Background: an optimization exercise with open tools, aiming at small area, a short achievable clock period and few clock cycles per item. Do not read the settings as production practice.
No run shown here included a check of the RTL's function; only the layout flow was run.

**flow/config.mk**
```make
export PLATFORM = sky130hd
export DESIGN_NAME = systolic_array_top
export DESIGN_NICKNAME = systolic_array_top
export VERILOG_FILES = /design/flow/design.v
export SDC_FILE = /design/flow/constraint.sdc
export NUM_CORES = 4
export LEC_CHECK = 0
export CAP_MARGIN = 20
export CORE_MARGIN = 2
export CORE_UTILIZATION = 40
export SETUP_SLACK_MARGIN = 5
export SLEW_MARGIN = 20
```
**flow/constraint.sdc**
```tcl
create_clock -name core_clock -period 10.0 [get_ports {clk}]
set_input_delay 2.0000 -clock core_clock [delete_from_list [all_inputs] [get_ports {clk}]]
set_output_delay 2.0000 -clock core_clock [all_outputs]
set_load 0.01 [all_outputs]
```
**flow/design.v**
```verilog
module PE #(
    parameter logic [8:0] INV = 9'd0,
    parameter logic       FIRST_INV = 1'b0
) (
    input  logic [8:0]  one_in,
    input  logic [7:0]  two_in,
    input  logic [7:0]  neg_in,
    input  logic [15:0] b,
    input  logic        first_in,
    input  logic [31:0] s_q,
    input  logic [31:0] c_q,
    output logic [31:0] s_out,
    output logic [31:0] c_out
);
    localparam logic [31:0] START = 32'h00020000;
    logic [8:0]  one;
    logic [7:0]  two, neg;
    assign one = one_in ^ INV;
    assign two = two_in ^ INV[7:0];
    assign neg = neg_in ^ INV[7:0];
    logic        first;
    assign first = first_in ^ FIRST_INV;
    logic [31:0] s_in, c_in;
    assign s_in = first ? START : s_q;
    assign c_in = first ? 32'd0 : c_q;
    logic y1, y2, y3, y4, y5, y6, y7, y8, y9, y10, y11, y12, y13, y14, y15, y16, y17, nn18, y19, y20, y21, y22, y23, y24, y25, y26, y27, y28, y29, y30, y31, y32, y33, y34, y35, nn36, y37, y38, y39, y40, y41, y42, y43, y44, y45, y46, y47, y48, y49, y50, y51, y52, y53, nn54, y55, y56, y57, y58, y59, y60, y61, y62, y63, y64, y65, y66, y67, y68, y69, y70, y71, nn72, y73, y74, y75, y76, y77, y78, y79, y80, y81, y82, y83, y84, y85, y86, y87, y88, y89, nn90, y91, y92, y93, y94, y95, y96, y97, y98, y99, y100, y101, y102, y103, y104, y105, y106, y107, nn108, y109, y110, y111, y112, y113, y114, y115, y116, y117, y118, y119, y120, y121, y122, y123, y124, y125, nn126, y127, y128, y129, y130, y131, y132, y133, y134, y135, y136, y137, y138, y139, y140, y141, y142, y143, nn144, y145, y146, y147, y148, y149, y150, y151, y152, y153, y154, y155, y156, y157, y158, y159, y160, hs161, hc162, hs163, hc164, fs165, fc166, hs167, hc168, fs169, fc170, hs171, hc172, fs173, fc174, fs175, fc176, fs177, fc178, fs179, fc180, fs181, fc182, hs183, hc184, fs185, fc186, hs187, hc188, fs189, fc190, hs191, hc192, hs193, hc194, hs195, hc196, fs197, fc198, hs199, hc200, fs201, fc202, hs203, hc204, fs205, fc206, fs207, fc208, hs209, hc210, fs211, fc212, fs213, fc214, hs215, hc216, fs217, fc218, fs219, fc220, fs221, fc222, fs223, fc224, fs225, fc226, fs227, fc228, fs229, fc230, fs231, fc232, fs233, fc234, fs235, fc236, fs237, fc238, fs239, fc240, fs241, fc242, fs243, fc244, fs245, fc246, fs247, fc248, fs249, fc250, fs251, fc252, fs253, fc254, fs255, fc256, fs257, fc258, fs259, fc260, fs261, fc262, fs263, fc264, fs265, fc266, fs267, fc268, fs269, fc270, fs271, fc272, fs273, fc274, fs275, fc276, fs277, fc278, fs279, fc280, fs281, fc282, fs283, fc284, fs285, fc286, hs287, hc288, fs289, fc290, fs291, fc292, fs293, fc294, hs295, hc296, fs297, fc298, hs299, hc300, hs301, hc302, hs303, hc304, fs305, fc306, hs307, hc308, fs309, fc310, hs311, hc312, fs313, fc314, fs315, fc316, fs317, fc318, fs319, fc320, fs321, fc322, fs323, fc324, fs325, fc326, fs327, fc328, fs329, fc330, fs331, fc332, fs333, fc334, fs335, fc336, fs337, fc338, fs339, fc340, fs341, fc342, fs343, fc344, fs345, fc346, fs347, fc348, fs349, fc350, fs351, fc352, fs353, fc354, fs355, fc356, fs357, fc358, fs359, fc360, fs361, fc362, fs363, fc364, fs365, fc366, fs367, fc368, fs369, fc370, fs371, fc372, fs373, fc374, fs375, fc376, fs377, fc378, fs379, fc380, fs381, fc382, fs383, fc384, fs385, fc386, fs387, fc388, fs389, fc390, fs391, fc392, fs393, fc394, fs395, fc396, fs397, fc398, fs399, fc400, fs401, fc402, fs403, fc404, fs405, fc406, hs407, hc408, fs409, fc410, hs411, hc412, hs413, hc414, hs415, hc416, fs417, fc418, fs419, fc420, fs421, fc422, fs423, fc424, fs425, fc426, fs427, fc428, fs429, fc430, fs431, fc432, fs433, fc434, fs435, fc436, fs437, fc438, fs439, fc440, fs441, fc442, fs443, fc444, fs445, fc446, fs447, fc448, fs449, fc450, fs451, fc452, fs453, fc454, fs455, fc456, fs457, fc458, fs459, fc460, fs461, fc462, fs463, fc464, fs465, fc466, fs467, fc468, fs469, fc470, fs471, fc472, fs473, fc474, fs475, fc476, hs477, hc478, fs479, fc480, fs481, fc482, fs483, fc484, fs485, fc486, fs487, fc488, fs489, fc490, fs491, fc492, fs493, fc494, fs495, fc496, fs497, fc498, fs499, fc500, fs501, fc502, fs503, fc504, fs505, fc506, fs507, fc508, fs509, fc510, fs511, fc512, fs513, fc514, fs515, fc516, fs517, fc518, fs519, fc520, fs521, fc522, fs523, fc524, fs525, fc526, fs527, fc528, fs529, fc530, fs531, fc532, fs533, fc534, fs535, fc536, fs537, fc538, fs539, fc540;
    assign y1 = (one[0] & b[0]) ^ neg[0];
    assign y2 = ((one[0] & b[1]) | (two[0] & b[0])) ^ neg[0];
    assign y3 = ((one[0] & b[2]) | (two[0] & b[1])) ^ neg[0];
    assign y4 = ((one[0] & b[3]) | (two[0] & b[2])) ^ neg[0];
    assign y5 = ((one[0] & b[4]) | (two[0] & b[3])) ^ neg[0];
    assign y6 = ((one[0] & b[5]) | (two[0] & b[4])) ^ neg[0];
    assign y7 = ((one[0] & b[6]) | (two[0] & b[5])) ^ neg[0];
    assign y8 = ((one[0] & b[7]) | (two[0] & b[6])) ^ neg[0];
    assign y9 = ((one[0] & b[8]) | (two[0] & b[7])) ^ neg[0];
    assign y10 = ((one[0] & b[9]) | (two[0] & b[8])) ^ neg[0];
    assign y11 = ((one[0] & b[10]) | (two[0] & b[9])) ^ neg[0];
    assign y12 = ((one[0] & b[11]) | (two[0] & b[10])) ^ neg[0];
    assign y13 = ((one[0] & b[12]) | (two[0] & b[11])) ^ neg[0];
    assign y14 = ((one[0] & b[13]) | (two[0] & b[12])) ^ neg[0];
    assign y15 = ((one[0] & b[14]) | (two[0] & b[13])) ^ neg[0];
    assign y16 = ((one[0] & b[15]) | (two[0] & b[14])) ^ neg[0];
    assign y17 = (two[0] & b[15]) ^ neg[0];
    assign nn18 = ~neg[0];
    assign y19 = (one[1] & b[0]) ^ neg[1];
    assign y20 = ((one[1] & b[1]) | (two[1] & b[0])) ^ neg[1];
    assign y21 = ((one[1] & b[2]) | (two[1] & b[1])) ^ neg[1];
    assign y22 = ((one[1] & b[3]) | (two[1] & b[2])) ^ neg[1];
    assign y23 = ((one[1] & b[4]) | (two[1] & b[3])) ^ neg[1];
    assign y24 = ((one[1] & b[5]) | (two[1] & b[4])) ^ neg[1];
    assign y25 = ((one[1] & b[6]) | (two[1] & b[5])) ^ neg[1];
    assign y26 = ((one[1] & b[7]) | (two[1] & b[6])) ^ neg[1];
    assign y27 = ((one[1] & b[8]) | (two[1] & b[7])) ^ neg[1];
    assign y28 = ((one[1] & b[9]) | (two[1] & b[8])) ^ neg[1];
    assign y29 = ((one[1] & b[10]) | (two[1] & b[9])) ^ neg[1];
    assign y30 = ((one[1] & b[11]) | (two[1] & b[10])) ^ neg[1];
    assign y31 = ((one[1] & b[12]) | (two[1] & b[11])) ^ neg[1];
    assign y32 = ((one[1] & b[13]) | (two[1] & b[12])) ^ neg[1];
    assign y33 = ((one[1] & b[14]) | (two[1] & b[13])) ^ neg[1];
    assign y34 = ((one[1] & b[15]) | (two[1] & b[14])) ^ neg[1];
    assign y35 = (two[1] & b[15]) ^ neg[1];
    assign nn36 = ~neg[1];
    assign y37 = (one[2] & b[0]) ^ neg[2];
    assign y38 = ((one[2] & b[1]) | (two[2] & b[0])) ^ neg[2];
    assign y39 = ((one[2] & b[2]) | (two[2] & b[1])) ^ neg[2];
    assign y40 = ((one[2] & b[3]) | (two[2] & b[2])) ^ neg[2];
    assign y41 = ((one[2] & b[4]) | (two[2] & b[3])) ^ neg[2];
    assign y42 = ((one[2] & b[5]) | (two[2] & b[4])) ^ neg[2];
    assign y43 = ((one[2] & b[6]) | (two[2] & b[5])) ^ neg[2];
    assign y44 = ((one[2] & b[7]) | (two[2] & b[6])) ^ neg[2];
    assign y45 = ((one[2] & b[8]) | (two[2] & b[7])) ^ neg[2];
    assign y46 = ((one[2] & b[9]) | (two[2] & b[8])) ^ neg[2];
    assign y47 = ((one[2] & b[10]) | (two[2] & b[9])) ^ neg[2];
    assign y48 = ((one[2] & b[11]) | (two[2] & b[10])) ^ neg[2];
    assign y49 = ((one[2] & b[12]) | (two[2] & b[11])) ^ neg[2];
    assign y50 = ((one[2] & b[13]) | (two[2] & b[12])) ^ neg[2];
    assign y51 = ((one[2] & b[14]) | (two[2] & b[13])) ^ neg[2];
    assign y52 = ((one[2] & b[15]) | (two[2] & b[14])) ^ neg[2];
    assign y53 = (two[2] & b[15]) ^ neg[2];
    assign nn54 = ~neg[2];
    assign y55 = (one[3] & b[0]) ^ neg[3];
    assign y56 = ((one[3] & b[1]) | (two[3] & b[0])) ^ neg[3];
    assign y57 = ((one[3] & b[2]) | (two[3] & b[1])) ^ neg[3];
    assign y58 = ((one[3] & b[3]) | (two[3] & b[2])) ^ neg[3];
    assign y59 = ((one[3] & b[4]) | (two[3] & b[3])) ^ neg[3];
    assign y60 = ((one[3] & b[5]) | (two[3] & b[4])) ^ neg[3];
    assign y61 = ((one[3] & b[6]) | (two[3] & b[5])) ^ neg[3];
    assign y62 = ((one[3] & b[7]) | (two[3] & b[6])) ^ neg[3];
    assign y63 = ((one[3] & b[8]) | (two[3] & b[7])) ^ neg[3];
    assign y64 = ((one[3] & b[9]) | (two[3] & b[8])) ^ neg[3];
    assign y65 = ((one[3] & b[10]) | (two[3] & b[9])) ^ neg[3];
    assign y66 = ((one[3] & b[11]) | (two[3] & b[10])) ^ neg[3];
    assign y67 = ((one[3] & b[12]) | (two[3] & b[11])) ^ neg[3];
    assign y68 = ((one[3] & b[13]) | (two[3] & b[12])) ^ neg[3];
    assign y69 = ((one[3] & b[14]) | (two[3] & b[13])) ^ neg[3];
    assign y70 = ((one[3] & b[15]) | (two[3] & b[14])) ^ neg[3];
    assign y71 = (two[3] & b[15]) ^ neg[3];
    assign nn72 = ~neg[3];
    assign y73 = (one[4] & b[0]) ^ neg[4];
    assign y74 = ((one[4] & b[1]) | (two[4] & b[0])) ^ neg[4];
    assign y75 = ((one[4] & b[2]) | (two[4] & b[1])) ^ neg[4];
    assign y76 = ((one[4] & b[3]) | (two[4] & b[2])) ^ neg[4];
    assign y77 = ((one[4] & b[4]) | (two[4] & b[3])) ^ neg[4];
    assign y78 = ((one[4] & b[5]) | (two[4] & b[4])) ^ neg[4];
    assign y79 = ((one[4] & b[6]) | (two[4] & b[5])) ^ neg[4];
    assign y80 = ((one[4] & b[7]) | (two[4] & b[6])) ^ neg[4];
    assign y81 = ((one[4] & b[8]) | (two[4] & b[7])) ^ neg[4];
    assign y82 = ((one[4] & b[9]) | (two[4] & b[8])) ^ neg[4];
    assign y83 = ((one[4] & b[10]) | (two[4] & b[9])) ^ neg[4];
    assign y84 = ((one[4] & b[11]) | (two[4] & b[10])) ^ neg[4];
    assign y85 = ((one[4] & b[12]) | (two[4] & b[11])) ^ neg[4];
    assign y86 = ((one[4] & b[13]) | (two[4] & b[12])) ^ neg[4];
    assign y87 = ((one[4] & b[14]) | (two[4] & b[13])) ^ neg[4];
    assign y88 = ((one[4] & b[15]) | (two[4] & b[14])) ^ neg[4];
    assign y89 = (two[4] & b[15]) ^ neg[4];
    assign nn90 = ~neg[4];
    assign y91 = (one[5] & b[0]) ^ neg[5];
    assign y92 = ((one[5] & b[1]) | (two[5] & b[0])) ^ neg[5];
    assign y93 = ((one[5] & b[2]) | (two[5] & b[1])) ^ neg[5];
    assign y94 = ((one[5] & b[3]) | (two[5] & b[2])) ^ neg[5];
    assign y95 = ((one[5] & b[4]) | (two[5] & b[3])) ^ neg[5];
    assign y96 = ((one[5] & b[5]) | (two[5] & b[4])) ^ neg[5];
    assign y97 = ((one[5] & b[6]) | (two[5] & b[5])) ^ neg[5];
    assign y98 = ((one[5] & b[7]) | (two[5] & b[6])) ^ neg[5];
    assign y99 = ((one[5] & b[8]) | (two[5] & b[7])) ^ neg[5];
    assign y100 = ((one[5] & b[9]) | (two[5] & b[8])) ^ neg[5];
    assign y101 = ((one[5] & b[10]) | (two[5] & b[9])) ^ neg[5];
    assign y102 = ((one[5] & b[11]) | (two[5] & b[10])) ^ neg[5];
    assign y103 = ((one[5] & b[12]) | (two[5] & b[11])) ^ neg[5];
    assign y104 = ((one[5] & b[13]) | (two[5] & b[12])) ^ neg[5];
    assign y105 = ((one[5] & b[14]) | (two[5] & b[13])) ^ neg[5];
    assign y106 = ((one[5] & b[15]) | (two[5] & b[14])) ^ neg[5];
    assign y107 = (two[5] & b[15]) ^ neg[5];
    assign nn108 = ~neg[5];
    assign y109 = (one[6] & b[0]) ^ neg[6];
    assign y110 = ((one[6] & b[1]) | (two[6] & b[0])) ^ neg[6];
    assign y111 = ((one[6] & b[2]) | (two[6] & b[1])) ^ neg[6];
    assign y112 = ((one[6] & b[3]) | (two[6] & b[2])) ^ neg[6];
    assign y113 = ((one[6] & b[4]) | (two[6] & b[3])) ^ neg[6];
    assign y114 = ((one[6] & b[5]) | (two[6] & b[4])) ^ neg[6];
    assign y115 = ((one[6] & b[6]) | (two[6] & b[5])) ^ neg[6];
    assign y116 = ((one[6] & b[7]) | (two[6] & b[6])) ^ neg[6];
    assign y117 = ((one[6] & b[8]) | (two[6] & b[7])) ^ neg[6];
    assign y118 = ((one[6] & b[9]) | (two[6] & b[8])) ^ neg[6];
    assign y119 = ((one[6] & b[10]) | (two[6] & b[9])) ^ neg[6];
    assign y120 = ((one[6] & b[11]) | (two[6] & b[10])) ^ neg[6];
    assign y121 = ((one[6] & b[12]) | (two[6] & b[11])) ^ neg[6];
    assign y122 = ((one[6] & b[13]) | (two[6] & b[12])) ^ neg[6];
    assign y123 = ((one[6] & b[14]) | (two[6] & b[13])) ^ neg[6];
    assign y124 = ((one[6] & b[15]) | (two[6] & b[14])) ^ neg[6];
    assign y125 = (two[6] & b[15]) ^ neg[6];
    assign nn126 = ~neg[6];
    assign y127 = (one[7] & b[0]) ^ neg[7];
    assign y128 = ((one[7] & b[1]) | (two[7] & b[0])) ^ neg[7];
    assign y129 = ((one[7] & b[2]) | (two[7] & b[1])) ^ neg[7];
    assign y130 = ((one[7] & b[3]) | (two[7] & b[2])) ^ neg[7];
    assign y131 = ((one[7] & b[4]) | (two[7] & b[3])) ^ neg[7];
    assign y132 = ((one[7] & b[5]) | (two[7] & b[4])) ^ neg[7];
    assign y133 = ((one[7] & b[6]) | (two[7] & b[5])) ^ neg[7];
    assign y134 = ((one[7] & b[7]) | (two[7] & b[6])) ^ neg[7];
    assign y135 = ((one[7] & b[8]) | (two[7] & b[7])) ^ neg[7];
    assign y136 = ((one[7] & b[9]) | (two[7] & b[8])) ^ neg[7];
    assign y137 = ((one[7] & b[10]) | (two[7] & b[9])) ^ neg[7];
    assign y138 = ((one[7] & b[11]) | (two[7] & b[10])) ^ neg[7];
    assign y139 = ((one[7] & b[12]) | (two[7] & b[11])) ^ neg[7];
    assign y140 = ((one[7] & b[13]) | (two[7] & b[12])) ^ neg[7];
    assign y141 = ((one[7] & b[14]) | (two[7] & b[13])) ^ neg[7];
    assign y142 = ((one[7] & b[15]) | (two[7] & b[14])) ^ neg[7];
    assign y143 = (two[7] & b[15]) ^ neg[7];
    assign nn144 = ~neg[7];
    assign y145 = one[8] & b[0];
    assign y146 = one[8] & b[1];
    assign y147 = one[8] & b[2];
    assign y148 = one[8] & b[3];
    assign y149 = one[8] & b[4];
    assign y150 = one[8] & b[5];
    assign y151 = one[8] & b[6];
    assign y152 = one[8] & b[7];
    assign y153 = one[8] & b[8];
    assign y154 = one[8] & b[9];
    assign y155 = one[8] & b[10];
    assign y156 = one[8] & b[11];
    assign y157 = one[8] & b[12];
    assign y158 = one[8] & b[13];
    assign y159 = one[8] & b[14];
    assign y160 = one[8] & b[15];
    assign hs161 = neg[6] ^ y13;
    assign hc162 = neg[6] & y13;
    assign hs163 = y14 ^ y30;
    assign hc164 = y14 & y30;
    assign fs165 = neg[7] ^ y15 ^ y31;
    assign fc166 = (neg[7] & y15) | (neg[7] & y31) | (y15 & y31);
    assign hs167 = y47 ^ y63;
    assign hc168 = y47 & y63;
    assign fs169 = y16 ^ y32 ^ y48;
    assign fc170 = (y16 & y32) | (y16 & y48) | (y32 & y48);
    assign hs171 = y64 ^ y80;
    assign hc172 = y64 & y80;
    assign fs173 = y17 ^ y33 ^ y49;
    assign fc174 = (y17 & y33) | (y17 & y49) | (y33 & y49);
    assign fs175 = y65 ^ y81 ^ y97;
    assign fc176 = (y65 & y81) | (y65 & y97) | (y81 & y97);
    assign fs177 = nn18 ^ y34 ^ y50;
    assign fc178 = (nn18 & y34) | (nn18 & y50) | (y34 & y50);
    assign fs179 = y66 ^ y82 ^ y98;
    assign fc180 = (y66 & y82) | (y66 & y98) | (y82 & y98);
    assign fs181 = y35 ^ y51 ^ y67;
    assign fc182 = (y35 & y51) | (y35 & y67) | (y51 & y67);
    assign hs183 = y83 ^ y99;
    assign hc184 = y83 & y99;
    assign fs185 = nn36 ^ y52 ^ y68;
    assign fc186 = (nn36 & y52) | (nn36 & y68) | (y52 & y68);
    assign hs187 = y84 ^ y100;
    assign hc188 = y84 & y100;
    assign fs189 = y53 ^ y69 ^ y85;
    assign fc190 = (y53 & y69) | (y53 & y85) | (y69 & y85);
    assign hs191 = nn54 ^ y70;
    assign hc192 = nn54 & y70;
    assign hs193 = neg[3] ^ y7;
    assign hc194 = neg[3] & y7;
    assign hs195 = y8 ^ y24;
    assign hc196 = y8 & y24;
    assign fs197 = neg[4] ^ y9 ^ y25;
    assign fc198 = (neg[4] & y9) | (neg[4] & y25) | (y9 & y25);
    assign hs199 = y41 ^ y57;
    assign hc200 = y41 & y57;
    assign fs201 = y10 ^ y26 ^ y42;
    assign fc202 = (y10 & y26) | (y10 & y42) | (y26 & y42);
    assign hs203 = y58 ^ y74;
    assign hc204 = y58 & y74;
    assign fs205 = neg[5] ^ y11 ^ y27;
    assign fc206 = (neg[5] & y11) | (neg[5] & y27) | (y11 & y27);
    assign fs207 = y43 ^ y59 ^ y75;
    assign fc208 = (y43 & y59) | (y43 & y75) | (y59 & y75);
    assign hs209 = y91 ^ s_in[10];
    assign hc210 = y91 & s_in[10];
    assign fs211 = y12 ^ y28 ^ y44;
    assign fc212 = (y12 & y28) | (y12 & y44) | (y28 & y44);
    assign fs213 = y60 ^ y76 ^ y92;
    assign fc214 = (y60 & y76) | (y60 & y92) | (y76 & y92);
    assign hs215 = s_in[11] ^ c_in[11];
    assign hc216 = s_in[11] & c_in[11];
    assign fs217 = y29 ^ y45 ^ y61;
    assign fc218 = (y29 & y45) | (y29 & y61) | (y45 & y61);
    assign fs219 = y77 ^ y93 ^ y109;
    assign fc220 = (y77 & y93) | (y77 & y109) | (y93 & y109);
    assign fs221 = hs161 ^ s_in[12] ^ c_in[12];
    assign fc222 = (hs161 & s_in[12]) | (hs161 & c_in[12]) | (s_in[12] & c_in[12]);
    assign fs223 = y46 ^ y62 ^ y78;
    assign fc224 = (y46 & y62) | (y46 & y78) | (y62 & y78);
    assign fs225 = y94 ^ y110 ^ hc162;
    assign fc226 = (y94 & y110) | (y94 & hc162) | (y110 & hc162);
    assign fs227 = hs163 ^ s_in[13] ^ c_in[13];
    assign fc228 = (hs163 & s_in[13]) | (hs163 & c_in[13]) | (s_in[13] & c_in[13]);
    assign fs229 = y79 ^ y95 ^ y111;
    assign fc230 = (y79 & y95) | (y79 & y111) | (y95 & y111);
    assign fs231 = y127 ^ hc164 ^ hs167;
    assign fc232 = (y127 & hc164) | (y127 & hs167) | (hc164 & hs167);
    assign fs233 = fs165 ^ s_in[14] ^ c_in[14];
    assign fc234 = (fs165 & s_in[14]) | (fs165 & c_in[14]) | (s_in[14] & c_in[14]);
    assign fs235 = y96 ^ y112 ^ y128;
    assign fc236 = (y96 & y112) | (y96 & y128) | (y112 & y128);
    assign fs237 = hc168 ^ hs171 ^ fc166;
    assign fc238 = (hc168 & hs171) | (hc168 & fc166) | (hs171 & fc166);
    assign fs239 = fs169 ^ s_in[15] ^ c_in[15];
    assign fc240 = (fs169 & s_in[15]) | (fs169 & c_in[15]) | (s_in[15] & c_in[15]);
    assign fs241 = y113 ^ y129 ^ y145;
    assign fc242 = (y113 & y129) | (y113 & y145) | (y129 & y145);
    assign fs243 = hc172 ^ fc170 ^ fs173;
    assign fc244 = (hc172 & fc170) | (hc172 & fs173) | (fc170 & fs173);
    assign fs245 = fs175 ^ s_in[16] ^ c_in[16];
    assign fc246 = (fs175 & s_in[16]) | (fs175 & c_in[16]) | (s_in[16] & c_in[16]);
    assign fs247 = y114 ^ y130 ^ y146;
    assign fc248 = (y114 & y130) | (y114 & y146) | (y130 & y146);
    assign fs249 = fc174 ^ fc176 ^ fs177;
    assign fc250 = (fc174 & fc176) | (fc174 & fs177) | (fc176 & fs177);
    assign fs251 = fs179 ^ s_in[17] ^ c_in[17];
    assign fc252 = (fs179 & s_in[17]) | (fs179 & c_in[17]) | (s_in[17] & c_in[17]);
    assign fs253 = y115 ^ y131 ^ y147;
    assign fc254 = (y115 & y131) | (y115 & y147) | (y131 & y147);
    assign fs255 = hs183 ^ fc178 ^ fc180;
    assign fc256 = (hs183 & fc178) | (hs183 & fc180) | (fc178 & fc180);
    assign fs257 = fs181 ^ s_in[18] ^ c_in[18];
    assign fc258 = (fs181 & s_in[18]) | (fs181 & c_in[18]) | (s_in[18] & c_in[18]);
    assign fs259 = y116 ^ y132 ^ y148;
    assign fc260 = (y116 & y132) | (y116 & y148) | (y132 & y148);
    assign fs261 = hc184 ^ hs187 ^ fc182;
    assign fc262 = (hc184 & hs187) | (hc184 & fc182) | (hs187 & fc182);
    assign fs263 = fs185 ^ s_in[19] ^ c_in[19];
    assign fc264 = (fs185 & s_in[19]) | (fs185 & c_in[19]) | (s_in[19] & c_in[19]);
    assign fs265 = y101 ^ y117 ^ y133;
    assign fc266 = (y101 & y117) | (y101 & y133) | (y117 & y133);
    assign fs267 = y149 ^ hc188 ^ fc186;
    assign fc268 = (y149 & hc188) | (y149 & fc186) | (hc188 & fc186);
    assign fs269 = fs189 ^ s_in[20] ^ c_in[20];
    assign fc270 = (fs189 & s_in[20]) | (fs189 & c_in[20]) | (s_in[20] & c_in[20]);
    assign fs271 = y86 ^ y102 ^ y118;
    assign fc272 = (y86 & y102) | (y86 & y118) | (y102 & y118);
    assign fs273 = y134 ^ y150 ^ hs191;
    assign fc274 = (y134 & y150) | (y134 & hs191) | (y150 & hs191);
    assign fs275 = fc190 ^ s_in[21] ^ c_in[21];
    assign fc276 = (fc190 & s_in[21]) | (fc190 & c_in[21]) | (s_in[21] & c_in[21]);
    assign fs277 = y71 ^ y87 ^ y103;
    assign fc278 = (y71 & y87) | (y71 & y103) | (y87 & y103);
    assign fs279 = y119 ^ y135 ^ y151;
    assign fc280 = (y119 & y135) | (y119 & y151) | (y135 & y151);
    assign fs281 = hc192 ^ s_in[22] ^ c_in[22];
    assign fc282 = (hc192 & s_in[22]) | (hc192 & c_in[22]) | (s_in[22] & c_in[22]);
    assign fs283 = nn72 ^ y88 ^ y104;
    assign fc284 = (nn72 & y88) | (nn72 & y104) | (y88 & y104);
    assign fs285 = y120 ^ y136 ^ y152;
    assign fc286 = (y120 & y136) | (y120 & y152) | (y136 & y152);
    assign hs287 = s_in[23] ^ c_in[23];
    assign hc288 = s_in[23] & c_in[23];
    assign fs289 = y89 ^ y105 ^ y121;
    assign fc290 = (y89 & y105) | (y89 & y121) | (y105 & y121);
    assign fs291 = y137 ^ y153 ^ s_in[24];
    assign fc292 = (y137 & y153) | (y137 & s_in[24]) | (y153 & s_in[24]);
    assign fs293 = nn90 ^ y106 ^ y122;
    assign fc294 = (nn90 & y106) | (nn90 & y122) | (y106 & y122);
    assign hs295 = y138 ^ y154;
    assign hc296 = y138 & y154;
    assign fs297 = y107 ^ y123 ^ y139;
    assign fc298 = (y107 & y123) | (y107 & y139) | (y123 & y139);
    assign hs299 = nn108 ^ y124;
    assign hc300 = nn108 & y124;
    assign hs301 = neg[1] ^ y3;
    assign hc302 = neg[1] & y3;
    assign hs303 = y4 ^ y20;
    assign hc304 = y4 & y20;
    assign fs305 = neg[2] ^ y5 ^ y21;
    assign fc306 = (neg[2] & y5) | (neg[2] & y21) | (y5 & y21);
    assign hs307 = y37 ^ s_in[4];
    assign hc308 = y37 & s_in[4];
    assign fs309 = y6 ^ y22 ^ y38;
    assign fc310 = (y6 & y22) | (y6 & y38) | (y22 & y38);
    assign hs311 = s_in[5] ^ c_in[5];
    assign hc312 = s_in[5] & c_in[5];
    assign fs313 = y23 ^ y39 ^ y55;
    assign fc314 = (y23 & y39) | (y23 & y55) | (y39 & y55);
    assign fs315 = hs193 ^ s_in[6] ^ c_in[6];
    assign fc316 = (hs193 & s_in[6]) | (hs193 & c_in[6]) | (s_in[6] & c_in[6]);
    assign fs317 = y40 ^ y56 ^ hc194;
    assign fc318 = (y40 & y56) | (y40 & hc194) | (y56 & hc194);
    assign fs319 = hs195 ^ s_in[7] ^ c_in[7];
    assign fc320 = (hs195 & s_in[7]) | (hs195 & c_in[7]) | (s_in[7] & c_in[7]);
    assign fs321 = y73 ^ hc196 ^ hs199;
    assign fc322 = (y73 & hc196) | (y73 & hs199) | (hc196 & hs199);
    assign fs323 = fs197 ^ s_in[8] ^ c_in[8];
    assign fc324 = (fs197 & s_in[8]) | (fs197 & c_in[8]) | (s_in[8] & c_in[8]);
    assign fs325 = hc200 ^ hs203 ^ fc198;
    assign fc326 = (hc200 & hs203) | (hc200 & fc198) | (hs203 & fc198);
    assign fs327 = fs201 ^ s_in[9] ^ c_in[9];
    assign fc328 = (fs201 & s_in[9]) | (fs201 & c_in[9]) | (s_in[9] & c_in[9]);
    assign fs329 = hc204 ^ fc202 ^ fs205;
    assign fc330 = (hc204 & fc202) | (hc204 & fs205) | (fc202 & fs205);
    assign fs331 = fs207 ^ c_in[10] ^ hs209;
    assign fc332 = (fs207 & c_in[10]) | (fs207 & hs209) | (c_in[10] & hs209);
    assign fs333 = fc206 ^ fc208 ^ fs211;
    assign fc334 = (fc206 & fc208) | (fc206 & fs211) | (fc208 & fs211);
    assign fs335 = fs213 ^ hc210 ^ hs215;
    assign fc336 = (fs213 & hc210) | (fs213 & hs215) | (hc210 & hs215);
    assign fs337 = fc212 ^ fc214 ^ fs217;
    assign fc338 = (fc212 & fc214) | (fc212 & fs217) | (fc214 & fs217);
    assign fs339 = fs219 ^ hc216 ^ fs221;
    assign fc340 = (fs219 & hc216) | (fs219 & fs221) | (hc216 & fs221);
    assign fs341 = fc218 ^ fc220 ^ fs223;
    assign fc342 = (fc218 & fc220) | (fc218 & fs223) | (fc220 & fs223);
    assign fs343 = fs225 ^ fc222 ^ fs227;
    assign fc344 = (fs225 & fc222) | (fs225 & fs227) | (fc222 & fs227);
    assign fs345 = fc224 ^ fs229 ^ fc226;
    assign fc346 = (fc224 & fs229) | (fc224 & fc226) | (fs229 & fc226);
    assign fs347 = fs231 ^ fc228 ^ fs233;
    assign fc348 = (fs231 & fc228) | (fs231 & fs233) | (fc228 & fs233);
    assign fs349 = fc230 ^ fs235 ^ fc232;
    assign fc350 = (fc230 & fs235) | (fc230 & fc232) | (fs235 & fc232);
    assign fs351 = fs237 ^ fc234 ^ fs239;
    assign fc352 = (fs237 & fc234) | (fs237 & fs239) | (fc234 & fs239);
    assign fs353 = fc236 ^ fs241 ^ fc238;
    assign fc354 = (fc236 & fs241) | (fc236 & fc238) | (fs241 & fc238);
    assign fs355 = fs243 ^ fc240 ^ fs245;
    assign fc356 = (fs243 & fc240) | (fs243 & fs245) | (fc240 & fs245);
    assign fs357 = fc242 ^ fs247 ^ fc244;
    assign fc358 = (fc242 & fs247) | (fc242 & fc244) | (fs247 & fc244);
    assign fs359 = fs249 ^ fc246 ^ fs251;
    assign fc360 = (fs249 & fc246) | (fs249 & fs251) | (fc246 & fs251);
    assign fs361 = fc248 ^ fs253 ^ fs255;
    assign fc362 = (fc248 & fs253) | (fc248 & fs255) | (fs253 & fs255);
    assign fs363 = fc250 ^ fc252 ^ fs257;
    assign fc364 = (fc250 & fc252) | (fc250 & fs257) | (fc252 & fs257);
    assign fs365 = fc254 ^ fs259 ^ fc256;
    assign fc366 = (fc254 & fs259) | (fc254 & fc256) | (fs259 & fc256);
    assign fs367 = fs261 ^ fc258 ^ fs263;
    assign fc368 = (fs261 & fc258) | (fs261 & fs263) | (fc258 & fs263);
    assign fs369 = fc260 ^ fs265 ^ fc262;
    assign fc370 = (fc260 & fs265) | (fc260 & fc262) | (fs265 & fc262);
    assign fs371 = fs267 ^ fc264 ^ fs269;
    assign fc372 = (fs267 & fc264) | (fs267 & fs269) | (fc264 & fs269);
    assign fs373 = fc266 ^ fs271 ^ fs273;
    assign fc374 = (fc266 & fs271) | (fc266 & fs273) | (fs271 & fs273);
    assign fs375 = fc268 ^ fc270 ^ fs275;
    assign fc376 = (fc268 & fc270) | (fc268 & fs275) | (fc270 & fs275);
    assign fs377 = fc272 ^ fs277 ^ fs279;
    assign fc378 = (fc272 & fs277) | (fc272 & fs279) | (fs277 & fs279);
    assign fs379 = fc274 ^ fc276 ^ fs281;
    assign fc380 = (fc274 & fc276) | (fc274 & fs281) | (fc276 & fs281);
    assign fs381 = fc278 ^ fc280 ^ fs283;
    assign fc382 = (fc278 & fc280) | (fc278 & fs283) | (fc280 & fs283);
    assign fs383 = fs285 ^ hs287 ^ fc282;
    assign fc384 = (fs285 & hs287) | (fs285 & fc282) | (hs287 & fc282);
    assign fs385 = fc284 ^ fc286 ^ fs289;
    assign fc386 = (fc284 & fc286) | (fc284 & fs289) | (fc286 & fs289);
    assign fs387 = c_in[24] ^ hc288 ^ fs291;
    assign fc388 = (c_in[24] & hc288) | (c_in[24] & fs291) | (hc288 & fs291);
    assign fs389 = hs295 ^ fc290 ^ fs293;
    assign fc390 = (hs295 & fc290) | (hs295 & fs293) | (fc290 & fs293);
    assign fs391 = s_in[25] ^ c_in[25] ^ fc292;
    assign fc392 = (s_in[25] & c_in[25]) | (s_in[25] & fc292) | (c_in[25] & fc292);
    assign fs393 = y155 ^ hc296 ^ fc294;
    assign fc394 = (y155 & hc296) | (y155 & fc294) | (hc296 & fc294);
    assign fs395 = fs297 ^ s_in[26] ^ c_in[26];
    assign fc396 = (fs297 & s_in[26]) | (fs297 & c_in[26]) | (s_in[26] & c_in[26]);
    assign fs397 = y140 ^ y156 ^ hs299;
    assign fc398 = (y140 & y156) | (y140 & hs299) | (y156 & hs299);
    assign fs399 = fc298 ^ s_in[27] ^ c_in[27];
    assign fc400 = (fc298 & s_in[27]) | (fc298 & c_in[27]) | (s_in[27] & c_in[27]);
    assign fs401 = y125 ^ y141 ^ y157;
    assign fc402 = (y125 & y141) | (y125 & y157) | (y141 & y157);
    assign fs403 = hc300 ^ s_in[28] ^ c_in[28];
    assign fc404 = (hc300 & s_in[28]) | (hc300 & c_in[28]) | (s_in[28] & c_in[28]);
    assign fs405 = nn126 ^ y142 ^ y158;
    assign fc406 = (nn126 & y142) | (nn126 & y158) | (y142 & y158);
    assign hs407 = s_in[29] ^ c_in[29];
    assign hc408 = s_in[29] & c_in[29];
    assign fs409 = y143 ^ y159 ^ s_in[30];
    assign fc410 = (y143 & y159) | (y143 & s_in[30]) | (y159 & s_in[30]);
    assign hs411 = nn144 ^ y160;
    assign hc412 = nn144 & y160;
    assign hs413 = neg[0] ^ y1;
    assign hc414 = neg[0] & y1;
    assign hs415 = y2 ^ s_in[1];
    assign hc416 = y2 & s_in[1];
    assign fs417 = y19 ^ hs301 ^ s_in[2];
    assign fc418 = (y19 & hs301) | (y19 & s_in[2]) | (hs301 & s_in[2]);
    assign fs419 = hc302 ^ hs303 ^ s_in[3];
    assign fc420 = (hc302 & hs303) | (hc302 & s_in[3]) | (hs303 & s_in[3]);
    assign fs421 = hc304 ^ fs305 ^ c_in[4];
    assign fc422 = (hc304 & fs305) | (hc304 & c_in[4]) | (fs305 & c_in[4]);
    assign fs423 = fc306 ^ fs309 ^ hc308;
    assign fc424 = (fc306 & fs309) | (fc306 & hc308) | (fs309 & hc308);
    assign fs425 = fc310 ^ fs313 ^ hc312;
    assign fc426 = (fc310 & fs313) | (fc310 & hc312) | (fs313 & hc312);
    assign fs427 = fc314 ^ fs317 ^ fc316;
    assign fc428 = (fc314 & fs317) | (fc314 & fc316) | (fs317 & fc316);
    assign fs429 = fc318 ^ fs321 ^ fc320;
    assign fc430 = (fc318 & fs321) | (fc318 & fc320) | (fs321 & fc320);
    assign fs431 = fc322 ^ fs325 ^ fc324;
    assign fc432 = (fc322 & fs325) | (fc322 & fc324) | (fs325 & fc324);
    assign fs433 = fc326 ^ fs329 ^ fc328;
    assign fc434 = (fc326 & fs329) | (fc326 & fc328) | (fs329 & fc328);
    assign fs435 = fc330 ^ fs333 ^ fc332;
    assign fc436 = (fc330 & fs333) | (fc330 & fc332) | (fs333 & fc332);
    assign fs437 = fc334 ^ fs337 ^ fc336;
    assign fc438 = (fc334 & fs337) | (fc334 & fc336) | (fs337 & fc336);
    assign fs439 = fc338 ^ fs341 ^ fc340;
    assign fc440 = (fc338 & fs341) | (fc338 & fc340) | (fs341 & fc340);
    assign fs441 = fc342 ^ fs345 ^ fc344;
    assign fc442 = (fc342 & fs345) | (fc342 & fc344) | (fs345 & fc344);
    assign fs443 = fc346 ^ fs349 ^ fc348;
    assign fc444 = (fc346 & fs349) | (fc346 & fc348) | (fs349 & fc348);
    assign fs445 = fc350 ^ fs353 ^ fc352;
    assign fc446 = (fc350 & fs353) | (fc350 & fc352) | (fs353 & fc352);
    assign fs447 = fc354 ^ fs357 ^ fc356;
    assign fc448 = (fc354 & fs357) | (fc354 & fc356) | (fs357 & fc356);
    assign fs449 = fc358 ^ fs361 ^ fc360;
    assign fc450 = (fc358 & fs361) | (fc358 & fc360) | (fs361 & fc360);
    assign fs451 = fs365 ^ fc362 ^ fc364;
    assign fc452 = (fs365 & fc362) | (fs365 & fc364) | (fc362 & fc364);
    assign fs453 = fc366 ^ fs369 ^ fc368;
    assign fc454 = (fc366 & fs369) | (fc366 & fc368) | (fs369 & fc368);
    assign fs455 = fc370 ^ fs373 ^ fc372;
    assign fc456 = (fc370 & fs373) | (fc370 & fc372) | (fs373 & fc372);
    assign fs457 = fs377 ^ fc374 ^ fc376;
    assign fc458 = (fs377 & fc374) | (fs377 & fc376) | (fc374 & fc376);
    assign fs459 = fc378 ^ fs381 ^ fs383;
    assign fc460 = (fc378 & fs381) | (fc378 & fs383) | (fs381 & fs383);
    assign fs461 = fc382 ^ fs385 ^ fc384;
    assign fc462 = (fc382 & fs385) | (fc382 & fc384) | (fs385 & fc384);
    assign fs463 = fc386 ^ fs389 ^ fs391;
    assign fc464 = (fc386 & fs389) | (fc386 & fs391) | (fs389 & fs391);
    assign fs465 = fs393 ^ fc390 ^ fs395;
    assign fc466 = (fs393 & fc390) | (fs393 & fs395) | (fc390 & fs395);
    assign fs467 = fs397 ^ fc394 ^ fc396;
    assign fc468 = (fs397 & fc394) | (fs397 & fc396) | (fc394 & fc396);
    assign fs469 = fs401 ^ fc398 ^ fc400;
    assign fc470 = (fs401 & fc398) | (fs401 & fc400) | (fc398 & fc400);
    assign fs471 = fc402 ^ fs405 ^ hs407;
    assign fc472 = (fc402 & fs405) | (fc402 & hs407) | (fs405 & hs407);
    assign fs473 = fc406 ^ c_in[30] ^ hc408;
    assign fc474 = (fc406 & c_in[30]) | (fc406 & hc408) | (c_in[30] & hc408);
    assign fs475 = hs411 ^ s_in[31] ^ c_in[31];
    assign fc476 = (hs411 & s_in[31]) | (hs411 & c_in[31]) | (s_in[31] & c_in[31]);
    assign hs477 = hs413 ^ s_in[0];
    assign hc478 = hs413 & s_in[0];
    assign fs479 = hc414 ^ c_in[1] ^ hs415;
    assign fc480 = (hc414 & c_in[1]) | (hc414 & hs415) | (c_in[1] & hs415);
    assign fs481 = c_in[2] ^ hc416 ^ fs417;
    assign fc482 = (c_in[2] & hc416) | (c_in[2] & fs417) | (hc416 & fs417);
    assign fs483 = c_in[3] ^ fc418 ^ fs419;
    assign fc484 = (c_in[3] & fc418) | (c_in[3] & fs419) | (fc418 & fs419);
    assign fs485 = hs307 ^ fc420 ^ fs421;
    assign fc486 = (hs307 & fc420) | (hs307 & fs421) | (fc420 & fs421);
    assign fs487 = hs311 ^ fc422 ^ fs423;
    assign fc488 = (hs311 & fc422) | (hs311 & fs423) | (fc422 & fs423);
    assign fs489 = fs315 ^ fc424 ^ fs425;
    assign fc490 = (fs315 & fc424) | (fs315 & fs425) | (fc424 & fs425);
    assign fs491 = fs319 ^ fc426 ^ fs427;
    assign fc492 = (fs319 & fc426) | (fs319 & fs427) | (fc426 & fs427);
    assign fs493 = fs323 ^ fc428 ^ fs429;
    assign fc494 = (fs323 & fc428) | (fs323 & fs429) | (fc428 & fs429);
    assign fs495 = fs327 ^ fc430 ^ fs431;
    assign fc496 = (fs327 & fc430) | (fs327 & fs431) | (fc430 & fs431);
    assign fs497 = fs331 ^ fc432 ^ fs433;
    assign fc498 = (fs331 & fc432) | (fs331 & fs433) | (fc432 & fs433);
    assign fs499 = fs335 ^ fc434 ^ fs435;
    assign fc500 = (fs335 & fc434) | (fs335 & fs435) | (fc434 & fs435);
    assign fs501 = fs339 ^ fc436 ^ fs437;
    assign fc502 = (fs339 & fc436) | (fs339 & fs437) | (fc436 & fs437);
    assign fs503 = fs343 ^ fc438 ^ fs439;
    assign fc504 = (fs343 & fc438) | (fs343 & fs439) | (fc438 & fs439);
    assign fs505 = fs347 ^ fc440 ^ fs441;
    assign fc506 = (fs347 & fc440) | (fs347 & fs441) | (fc440 & fs441);
    assign fs507 = fs351 ^ fc442 ^ fs443;
    assign fc508 = (fs351 & fc442) | (fs351 & fs443) | (fc442 & fs443);
    assign fs509 = fs355 ^ fc444 ^ fs445;
    assign fc510 = (fs355 & fc444) | (fs355 & fs445) | (fc444 & fs445);
    assign fs511 = fs359 ^ fc446 ^ fs447;
    assign fc512 = (fs359 & fc446) | (fs359 & fs447) | (fc446 & fs447);
    assign fs513 = fs363 ^ fc448 ^ fs449;
    assign fc514 = (fs363 & fc448) | (fs363 & fs449) | (fc448 & fs449);
    assign fs515 = fs367 ^ fc450 ^ fs451;
    assign fc516 = (fs367 & fc450) | (fs367 & fs451) | (fc450 & fs451);
    assign fs517 = fs371 ^ fc452 ^ fs453;
    assign fc518 = (fs371 & fc452) | (fs371 & fs453) | (fc452 & fs453);
    assign fs519 = fs375 ^ fc454 ^ fs455;
    assign fc520 = (fs375 & fc454) | (fs375 & fs455) | (fc454 & fs455);
    assign fs521 = fs379 ^ fc456 ^ fs457;
    assign fc522 = (fs379 & fc456) | (fs379 & fs457) | (fc456 & fs457);
    assign fs523 = fc380 ^ fc458 ^ fs459;
    assign fc524 = (fc380 & fc458) | (fc380 & fs459) | (fc458 & fs459);
    assign fs525 = fs387 ^ fs461 ^ fc460;
    assign fc526 = (fs387 & fs461) | (fs387 & fc460) | (fs461 & fc460);
    assign fs527 = fc388 ^ fc462 ^ fs463;
    assign fc528 = (fc388 & fc462) | (fc388 & fs463) | (fc462 & fs463);
    assign fs529 = fc392 ^ fs465 ^ fc464;
    assign fc530 = (fc392 & fs465) | (fc392 & fc464) | (fs465 & fc464);
    assign fs531 = fs399 ^ fs467 ^ fc466;
    assign fc532 = (fs399 & fs467) | (fs399 & fc466) | (fs467 & fc466);
    assign fs533 = fs403 ^ fc468 ^ fs469;
    assign fc534 = (fs403 & fc468) | (fs403 & fs469) | (fc468 & fs469);
    assign fs535 = fc404 ^ fs471 ^ fc470;
    assign fc536 = (fc404 & fs471) | (fc404 & fc470) | (fs471 & fc470);
    assign fs537 = fs409 ^ fs473 ^ fc472;
    assign fc538 = (fs409 & fs473) | (fs409 & fc472) | (fs473 & fc472);
    assign fs539 = fc410 ^ fs475 ^ fc474;
    assign fc540 = (fc410 & fs475) | (fc410 & fc474) | (fs475 & fc474);
    assign s_out = {fs539, fs537, fs535, fs533, fs531, fs529, fs527, fs525, fs523, fs521, fs519, fs517, fs515, fs513, fs511, fs509, fs507, fs505, fs503, fs501, fs499, fs497, fs495, fs493, fs491, fs489, fs487, fs485, fs483, fs481, fs479, hs477};
    assign c_out = {fc538, fc536, fc534, fc532, fc530, fc528, fc526, fc524, fc522, fc520, fc518, fc516, fc514, fc512, fc510, fc508, fc506, fc504, fc502, fc500, fc498, fc496, fc494, fc492, fc490, fc488, fc486, fc484, fc482, fc480, hc478, c_in[0]};
endmodule
module systolic_array (
    input  logic        clk,
    input  logic [2:0]  first,     
    input  logic [8:0]  one_p, one_n,
    input  logic [7:0]  two_p, two_n,
    input  logic [7:0]  neg_p, neg_n,
    input  logic [47:0] b,
    output logic [95:0] sum
);
    logic [2:0][31:0] s_q, c_q, s_d, c_d;
    PE #(.INV(9'b000000000), .FIRST_INV(1'b0)) pe0 (
        .one_in(one_p), .two_in(two_p), .neg_in(neg_p), .b(b[15:0]),
        .first_in(first[0]), .s_q(s_q[0]), .c_q(c_q[0]), .s_out(s_d[0]), .c_out(c_d[0])
    );
    PE #(.INV(9'b111111111), .FIRST_INV(1'b1)) pe1 (
        .one_in(one_n), .two_in(two_n), .neg_in(neg_n), .b(b[31:16]),
        .first_in(first[1]), .s_q(s_q[1]), .c_q(c_q[1]), .s_out(s_d[1]), .c_out(c_d[1])
    );
    PE #(.INV(9'b010101010), .FIRST_INV(1'b0)) pe2 (
        .one_in((one_p & 9'b101010101) | (one_n & 9'b010101010)),
        .two_in((two_p & 8'b01010101) | (two_n & 8'b10101010)),
        .neg_in((neg_p & 8'b01010101) | (neg_n & 8'b10101010)),
        .b(b[47:32]),
        .first_in(first[2]), .s_q(s_q[2]), .c_q(c_q[2]), .s_out(s_d[2]), .c_out(c_d[2])
    );
    always_ff @(posedge clk) begin
        s_q <= s_d;
        c_q <= c_d;
        for (int j = 0; j < 3; j++) sum[32*j +: 32] <= s_q[j] + c_q[j];
    end
endmodule
module systolic_array_top #(
    parameter DATAWIDTH = 16,
    parameter N_SIZE = 3
) (
    input  logic clk,
    input  logic rst_n,
    input  logic valid_in,
    input  logic [N_SIZE*DATAWIDTH-1:0] matrix_a_in,    
    input  logic [N_SIZE*DATAWIDTH-1:0] matrix_b_in,    
    output logic valid_out,
    output logic [N_SIZE*DATAWIDTH*2-1:0] matrix_c_out
);
    logic [3:0] cnt;
    logic       first_c, first_n, first_k;
    logic [2:0] k;
    always_ff @(posedge clk) begin
        first_c <= (cnt == 4'd0 && valid_in) || cnt == 4'd3 || cnt == 4'd6;
        first_n <= !((cnt == 4'd0 && valid_in) || cnt == 4'd3 || cnt == 4'd6);
        k       <= cnt == 4'd0 ? 3'b001 : {k[1:0], k[2]};
    end
    assign first_k = k[0];
    always_ff @(posedge clk, negedge rst_n) begin
        if (!rst_n) begin
            cnt       <= 4'd0;
            valid_out <= 1'b0;
        end else begin
            if (cnt == 4'd0) begin
                if (valid_in) cnt <= 4'd1;
            end else if (cnt != 4'd11) begin
                cnt <= cnt + 4'd1;
            end
            valid_out <= cnt == 4'd4 || cnt == 4'd7 || cnt == 4'd10;
        end
    end
    logic [15:0]      a_next;
    logic [16:0]      a_pad;
    logic [2:0][15:0] a1, a2;
    logic [2:0][47:0] b;
    logic [8:0]       one, one_n;
    logic [7:0]       two, neg, two_n, neg_n;
    assign a_next = valid_in ? matrix_a_in[15:0] : a1[2];
    assign a_pad  = {a_next, 1'b0};
    always_ff @(posedge clk) begin
        for (int i = 0; i < 8; i++) begin
            one[i] <= a_pad[2*i+1] ^ a_pad[2*i];
            two[i] <= (a_pad[2*i+2] & ~a_pad[2*i+1] & ~a_pad[2*i])
                    | (~a_pad[2*i+2] & a_pad[2*i+1] & a_pad[2*i]);
            neg[i] <= a_pad[2*i+2];
        end
        one[8] <= a_next[15];
        for (int i = 0; i < 8; i++) begin
            one_n[i] <= ~(a_pad[2*i+1] ^ a_pad[2*i]);
            two_n[i] <= ~((a_pad[2*i+2] & ~a_pad[2*i+1] & ~a_pad[2*i])
                        | (~a_pad[2*i+2] & a_pad[2*i+1] & a_pad[2*i]));
            neg_n[i] <= ~a_pad[2*i+2];
        end
        one_n[8] <= ~a_next[15];
        a1[0] <= valid_in ? matrix_a_in[31:16] : a2[2];
        a1[1] <= a1[0];
        a1[2] <= a1[1];
        a2[0] <= matrix_a_in[47:32];
        a2[1] <= a2[0];
        a2[2] <= a2[1];
        b[0]  <= valid_in ? matrix_b_in : b[2];
        b[1]  <= b[0];
        b[2]  <= b[1];
    end
    systolic_array u_array (
        .clk  (clk),
        .first({first_k, first_n, first_c}),
        .one_p(one),
        .one_n(one_n),
        .two_p(two),
        .two_n(two_n),
        .neg_p(neg),
        .neg_n(neg_n),
        .b    (b[0]),
        .sum  (matrix_c_out)
    );
endmodule
```
**flow/run.sh**
```bash
#!/bin/bash
# synth_recipe.tcl (not shown) runs the flow's synth.tcl, then flattens the netlist and writes it again
# the make line also repeats each setting of config.mk as NAME=value (left out here)
make -C /OpenROAD-flow-scripts/flow DESIGN_CONFIG=/design/flow/config.mk WORK_HOME=/design/flow/orfs CLKGATE_MAP_FILE= SYNTH_SCRIPT=/design/flow/synth_recipe.tcl finish
```
==> results.py, run 1 <==
metrics = {
    "floorplanning": {
        "ioPinCount": 196,
        "rows": 115,
        "die_h_um": 319,
        "fp.dieArea_sq_mm": 0.102,
        "initial_core_util_pct": 40.3,
        "die_x_um": 319,
        "coreArea_sq_mm": 0.0983,
    },
    "sta": {
        "fin_skew_ns": 0.0295,
        "maxSlewViolCount": 0,
        "tns_ns": 0,
        "finalHoldViolCount": 0,
        "max_slew_margin_pct": 33.9,
        "min_period_ns": 4.59,
        "fmax_ghz": 0.218,
        "rsz0062_at_grt": "no",
        "period_share_pct": 45.9,
        "setup_violations": 0,
        "timing.hold.ws_ns": 0.318,
        "tightest_slew_ns": 0.991,
    },
    "clock_network": {
        "postCtsHoldBufs": 0,
        "cts_root_buf": "clkbuf_16",
        "cts_setup_buffers": 0,
        "htree_levels": 3,
        "cts_buffer_depth": 3,
        "cts_resized": 0,
        "cts_made_buffers": 68,
        "cts_tree": "yes",
        "clock-sinks": 583,
        "cts.clk_slew.worst_paths_ns": 0.06,
        "clk_latency_ns": 0.65,
    },
    "grt": {
        "antenna_found_initial": 1,
        "overflow": 0,
        "grt_pass1_vias": 29331,
        "grt_max_degree": 63,
        "grtUsageTotal_pct": 21.0,
        "grt_first_pass_wirelength_mm": 167,
    },
    "logic_synthesis": {
        "synth_nets": 4691,
        "syn_area_per_cell_sq_um": 10.1,
        "netlist_area_sq_mm": 0.0396,
        "synthCells": 3936,
        "synth_edf_count": 0,
        "yosys_warnings": 2,
        "ys_seq_elements": 583,
        "synth_largest_area_cell": "dfxtp_1",
        "yosysUniqueCellTypes": 69,
        "yosysTopAreaCellShare_pct": 29.2,
        "yosysSeqAreaShare_pct": 29.5,
        "ys.flop_type": "dfxtp_1",
        "netlist_top_cells_area": "dfxtp_1, fa_1, xnor2_1",
        "synthArstFlopShare_pct": 0.858,
    },
    "detailed_routing": {
        "drt_pass1_iterations": 6,
        "drt_iter0_drc": 2024,
        "drtAntennaViolNets": 0,
        "drt-wirelength-per-cell_um": 19.7,
        "drt-total-wl_mm": 105,
        "drc": 0,
        "routed_via_density": 5.17,
        "num_vias": 27521,
    },
    "worst_setup_path": {
        "cp_common_cell": "fa_1",
        "crit_buf_inv": 6,
        "cpMaxStageDelayCell": "clkinv_1",
        "crit_chain": "buf_4 > clkinv_1 > buf_4 > xnor2_1 > fa_1 > inv_1 > fa_1 > inv_1 > fa_1 > fa_1 > inv_1 > fa_1",
        "criticalPathCategory": "reg2reg",
        "max_stage_delay_ns": 0.60,
        "crit_arrival_ns": 5.10,
        "start_kind": "flop",
        "crit_path_end_kind": "flop",
        "crit_fanout": 22,
        "critical-path-top-delay-family": "adder cells",
        "worst_ep_required_time_ns": 10.51,
    },
    "finish": {
        "area_delta_synth_final_pct": 13.1,
        "final_cell_area_sq_mm": 0.0448,
        "layout_commonest_cell": "inv_1",
        "fin_nets": 4740,
        "layout_common_cells": "inv_1, dfxtp_1, fa_1",
        "nFillCells": 9258,
        "drive_gt1_share_pct": 6.10,
        "final_core_util_pct": 45.5,
        "stdcell_count": 5324,
    },
    "place": {
        "dp.cells": 5202,
        "placed_cell_area_sq_mm": 0.0425,
        "place_hpwl_mm": 78.6,
        "io_buffers": 195,
        "place_congestion": 0.903,
    },
    "status": {
        "status": "timing/DRC/antenna clean",
    },
    "min_path": {
        "hold_path.class": "reg2reg",
    },
    "flow_run": {
        "cap_viol_max_count": 0,
    },
}
-- logic make-up (layout without fill, tap and decap cells) --
family | Yosys count | in the layout | share of synthesized area (%)
AOI/OAI and AO/OA | 658 | 658 | 11.3
xor gates and xnor gates | 503 | 503 | 11.1
adders and majority gates | 656 | 656 | 30.1
buffers and inverters | 916 | 1016 | 8.72
DFF | 583 | 583 | 29.5
muxes | 83 | 83 | 2.31
other | 0 | 1 | 0
and+or+nand+nor | 537 | 537 | 6.92
-- layout make-up --
class / instances / area, sq um / area share [%]
repair buffers: 236 / 2260 / 5.04
well taps: 1287 / 1610 / 3.60
inverters: 659 / 2470 / 5.53
clock buffers: 84 / 1880 / 4.21
flip-flops and latches: 583 / 11700 / 26.2
clock inverters: 37 / 383 / 0.855
multi-input cells: 2437 / 24400 / 54.6
diodes: 1 / 2.50 / 0.00559
-- cell usage after synthesis, types with 16 or more instances --
cell type	n
inv_1	642
buf_1	21
nand4_1	16
a22oi_1	181
clkbuf_1	224
dfxtp_1	578
mux2_2	66
xnor2_1	440
o21a_1	21
and2_1	59
o21ai_0	44
ha_1	164
a211oi_1	17
nand2_1	129
nand3_1	31
nor2_1	104
nor3_1	18
a21o_1	51
a21oi_1	72
fa_1	492
xor2_1	63
o22ai_1	182
nor2b_1	82
nand2b_1	69
mux2i_1	16
-- worst reg2reg max path, delay by kind of cell, from the launching register on --
kind,cells,cell delay (ns)
flip-flops,1,0.31
adder cells (fa/ha/maj),5,2.39
XOR/XNOR,1,0.19
buffers and inverters,6,1.58
-- state kept, by name (all words and copies together), names as in the netlist --
signal / flops
cnt: 4
first_n: 1
a1: 48
a2: 48
two: 8
two_n: 8
valid_out: 1
k: 3
neg: 7
one_n: 9
u_array.c_q: 93
first_c: 1
neg_n: 7
u_array.s_q: 96
one: 9
u_array.sum: 96
b: 144
-- routing by layer --
| metal | track usage, % | vias to the layer above | share of wire, % |
|---|---|---|---|
| li1 | - | 12613 | - |
| met1 | 26.7 | 13658 | 41 |
| met2 | 35.2 | 1020 | 48 |
| met3 | 3.90 | 230 | 6.7 |
| met4 | 8.55 | 0 | 3.9 |
| met5 | 0 | - | 0 |
-- path summary, 6_finish.rpt --
check,from,to,slack (ns),depth (start not counted)
hold / removal,b[49]$_DFF_P_,b[97]$_DFF_P_,0.32,0
max in group asynchronous,rst_n,cnt[0]$_DFFE_PN0P_,8.19,1
min in group asynchronous,rst_n,cnt[3]$_DFFE_PN0P_,1.59,1
setup reg to reg,neg[2]$_DFF_P_,u_array.s_q[19]$_DFF_P_,5.41,12
hold reg to reg,b[49]$_DFF_P_,b[97]$_DFF_P_,0.32,0
setup / recovery,neg[2]$_DFF_P_,u_array.s_q[19]$_DFF_P_,5.41,12
-- through the flow --
| stage | worst slack (ns) |
|---|---|
| 6_report | 5.41 |
| 4_1_cts | 5.48 |
| 3_3_place_gp | 5.57 |
| 2_1_floorplan | 6.16 |
| 3_5_place_dp | 5.49 |
| 5_1_grt | 5.26 |
==> run 2: changes to the inputs <==
==> flow/flow/run.sh (new file) <==
#!/bin/bash
# The standard layout, with timing repair aiming at a 3.5 ns period (setup
# margin 6.5 ns on the 10 ns clock) instead of the 10 ns period itself.
set -euo pipefail
bash standard.sh finish SETUP_SLACK_MARGIN=6.5 > flow.log 2>&1
==> flow/standard.sh (new file) <==
#!/bin/bash
# synth_recipe.tcl (not shown) runs the flow's synth.tcl, then flattens the netlist and writes it again
# the make line also repeats each setting of config.mk as NAME=value (left out here)
make -C /OpenROAD-flow-scripts/flow DESIGN_CONFIG=/design/flow/config.mk WORK_HOME=/design/flow/orfs CLKGATE_MAP_FILE= SYNTH_SCRIPT=/design/flow/synth_recipe.tcl "${@:-finish}"
--- a/flow/config.mk
+++ b/flow/config.mk
@@ -10,3 +10,2 @@
 export CORE_UTILIZATION = 40
-export SETUP_SLACK_MARGIN = 5
 export SLEW_MARGIN = 20
removed: flow/run.sh
==> results.py, run 2 <==
metrics = {
    "sta": {
        "fmax_ghz": 0.276,
        "finalHoldViolCount": 0,
        "tightest_slew_ns": 0.733,
        "tns_ns": 0,
        "setup_violations": 0,
        "rsz0062_at_grt": "yes",
        "fin_skew_ns": 0.0346,
        "period_share_pct": 36.2,
        "max_slew_margin_pct": 49.7,
        "min_period_ns": 3.62,
        "maxSlewViolCount": 0,
        "timing.hold.ws_ns": 0.308,
    },
    "clock_network": {
        "htree_levels": 3,
        "cts_root_buf": "clkbuf_16",
        "clk_latency_ns": 0.66,
        "clock-sinks": 583,
        "cts.clk_slew.worst_paths_ns": 0.06,
        "cts_buffer_depth": 3,
        "cts_made_buffers": 69,
        "postCtsHoldBufs": 0,
        "cts_tree": "yes",
    },
    "logic_synthesis": {
        "synth_largest_area_cell": "dfxtp_1",
        "ys.flop_type": "dfxtp_1",
        "yosysUniqueCellTypes": 69,
        "yosys.cell_count.top_type": "inv_1",
        "synthAdderAreaFrac_pct": 30.1,
        "yosysTopAreaCellShare_pct": 29.2,
        "yosysSeqAreaShare_pct": 29.5,
        "yosys_warnings": 2,
        "synthArstFlopShare_pct": 0.858,
        "synth_xor_area_share_pct": 11.1,
        "synthCells": 3936,
        "ys_seq_elements": 583,
        "synth_top_family_by_area": "adder cells",
        "yosys.area_share.simple_pct": 6.92,
        "yosys-top-cells-count": "inv_1, dfxtp_1, fa_1",
        "synth_edf_count": 0,
        "netlist_top_cells_area": "dfxtp_1, fa_1, xnor2_1",
        "synth_nets": 4691,
        "syn_area_per_cell_sq_um": 10.1,
        "synth_compound_area_share_pct": 11.3,
        "netlist_area_sq_mm": 0.0396,
        "synth_mux_area_share_pct": 2.31,
    },
    "worst_setup_path": {
        "start_kind": "flop",
        "criticalPathCategory": "reg2reg",
        "r2r_slack_ns": 6.38,
        "crit_arrival_ns": 4.13,
        "crit_path_end_kind": "flop",
        "crit_fanout": 5,
        "worst_ep_required_time_ns": 10.52,
    },
    "finish": {
        "diodes": 0,
        "drive_gt1_share_pct": 17.4,
        "reg_top3": "b x144, u_array.s_q x96, u_array.sum x96",
        "fin_nets": 4945,
        "layout_commonest_cell": "inv_1",
        "final_core_util_pct": 49.4,
        "ff_latch_area_sq_mm": 0.0119,
        "area_delta_synth_final_pct": 22.5,
        "nFillCells": 8910,
        "multi_input_comb_area_sq_mm": 0.0253,
        "largest_register_ffs": 144,
        "layout_common_cells": "inv_1, dfxtp_1, fa_1",
        "largest_register": "b",
    },
    "grt": {
        "overflow": 0,
        "grt_pass1_vias": 30170,
        "met2_usage_pct": 36.6,
        "grt_first_pass_wirelength_mm": 174,
        "busiest_layer": "met2",
        "grt_max_degree": 63,
        "grt_use_met1_pct": 27.7,
        "grtUsageTotal_pct": 22.1,
        "antenna_found_initial": 0,
        "met3_usage_pct": 5.06,
    },
    "detailed_routing": {
        "num_vias": 29241,
        "drtAntennaViolNets": 0,
        "drt_pass1_iterations": 6,
        "drt-wirelength-per-cell_um": 20.6,
        "drc": 0,
        "drt_iter0_drc": 2649,
        "routed_via_density": 5.29,
        "drt-total-wl_mm": 114,
    },
    "floorplanning": {
        "ioPinCount": 196,
        "fp.dieArea_sq_mm": 0.102,
        "die_x_um": 319,
        "rows": 115,
        "coreArea_sq_mm": 0.0983,
        "initial_core_util_pct": 40.3,
        "die_h_um": 319,
    },
    "min_path": {
        "hold_path.class": "reg2reg",
    },
    "flow_run": {
        "cap_viol_max_count": 0,
    },
    "place": {
        "place_congestion": 0.895,
        "place_hpwl_mm": 77.9,
        "io_buffers": 195,
    },
    "status": {
        "status": "timing/DRC/antenna clean",
    },
}
## run 2: cell type report
cell class	instances	share of cell area (%)
clock inverters	35	0.957
well taps	1287	3.32
inverters	659	5.49
flip-flops and latches	583	24.6
repair buffers	439	9.48
repair inverters	1	0.0155
clock buffers	88	3.93
multi-input cells	2437	52.2
## run 2: what timing repair did
action                                  4_1_cts  5_1_grt
endpoints found under the setup margin      216       66
gates resized for setup                     373      188
endpoints found under the hold margin         0        0
pin swaps                                    33       81
buffers inserted                             89       97
gates cloned                                 14        7
## run 2: cells by family after synthesis
family,after synthesis
xor+xnor,503
flops,583
fa+ha+maj,656
mux,83
buf+inv,916
compound gates,658
simple gates,537
## run 2: path summary, 6_finish.rpt
path                                start                      end  cells past startpoint
hold / removal             a1[18]$_DFF_P_           a1[34]$_DFF_P_                      0
max in group asynchronous           rst_n       cnt[2]$_DFFE_PN0P_                      1
min in group asynchronous           rst_n      valid_out$_DFF_PN0_                      1
setup / recovery            b[43]$_DFF_P_  u_array.s_q[82]$_DFF_P_                     13
hold reg to reg            a1[18]$_DFF_P_           a1[34]$_DFF_P_                      0
setup reg to reg            b[43]$_DFF_P_  u_array.s_q[82]$_DFF_P_                     13
## run 2: worst max-delay path: stages (launching register included)
cell and delay (ns):
dfxtp_2 0.32, buf_6 0.13, clkinvlp_4 0.21, o22ai_2 0.21, xnor2_2 0.12, fa_1 0.58, inv_2 0.06, fa_1 0.53
inv_1 0.05, fa_2 0.33, inv_2 0.06, fa_1 0.39, inv_1 0.09, fa_1 0.41
## run 2: through the flow
step / area (sq um) / std cells / setup slack [ns]
6_report: 48500 / 5529 / 6.38
5_1_grt: 48500 / 5529 / 6.29
4_1_cts: 46800 / 5425 / 6.41
3_5_place_dp: 42500 / 5199 / 5.65
3_3_place_gp: 42500 / 5199 / 5.67
2_1_floorplan: 39700 / 3936 / 6.47
## run 2: metal layers
metal	vias to the layer above	routed length (um)
li1	13063	-
met1	14534	45300
met2	1316	54300
met3	328	9210
met4	0	5320
met5	-	0

==> port drivers added, routing unchanged <==
In the flow no input, the clock included, has a driving cell. The finished layouts below were timed again as built, in two steps.
Step 1 sets driving cells, clkbuf_16 on the clock port and buf_2 on the other inputs (assumed; they add their load-dependent delay and slew).
Step 2, shift: input delay + t, output delay - t, t = (earliest + latest rising clock arrival at the registers) / 2. This alone moves slack from input paths to output paths.
a / b / c = no drivers / after step 1 / after step 2; a / b = the first two.
run | t (ns) | slack for setup (ns) | worst setup path after step 2 | worst data-port slew with drivers (ns) | cell pins on the clock port's net
run 1 | 0.707 | 5.412 / 5.412 / 5.412 | register to register | 0.13 | 1
run 2 | 0.715 | 6.381 / 6.381 / 5.989 | input to register | 0.06 | 1
After both steps setup and hold are still met in every run listed. The setup slack of run 2, which loses most, moves by 0.000 ns with the drivers and by -0.392 ns with both steps.
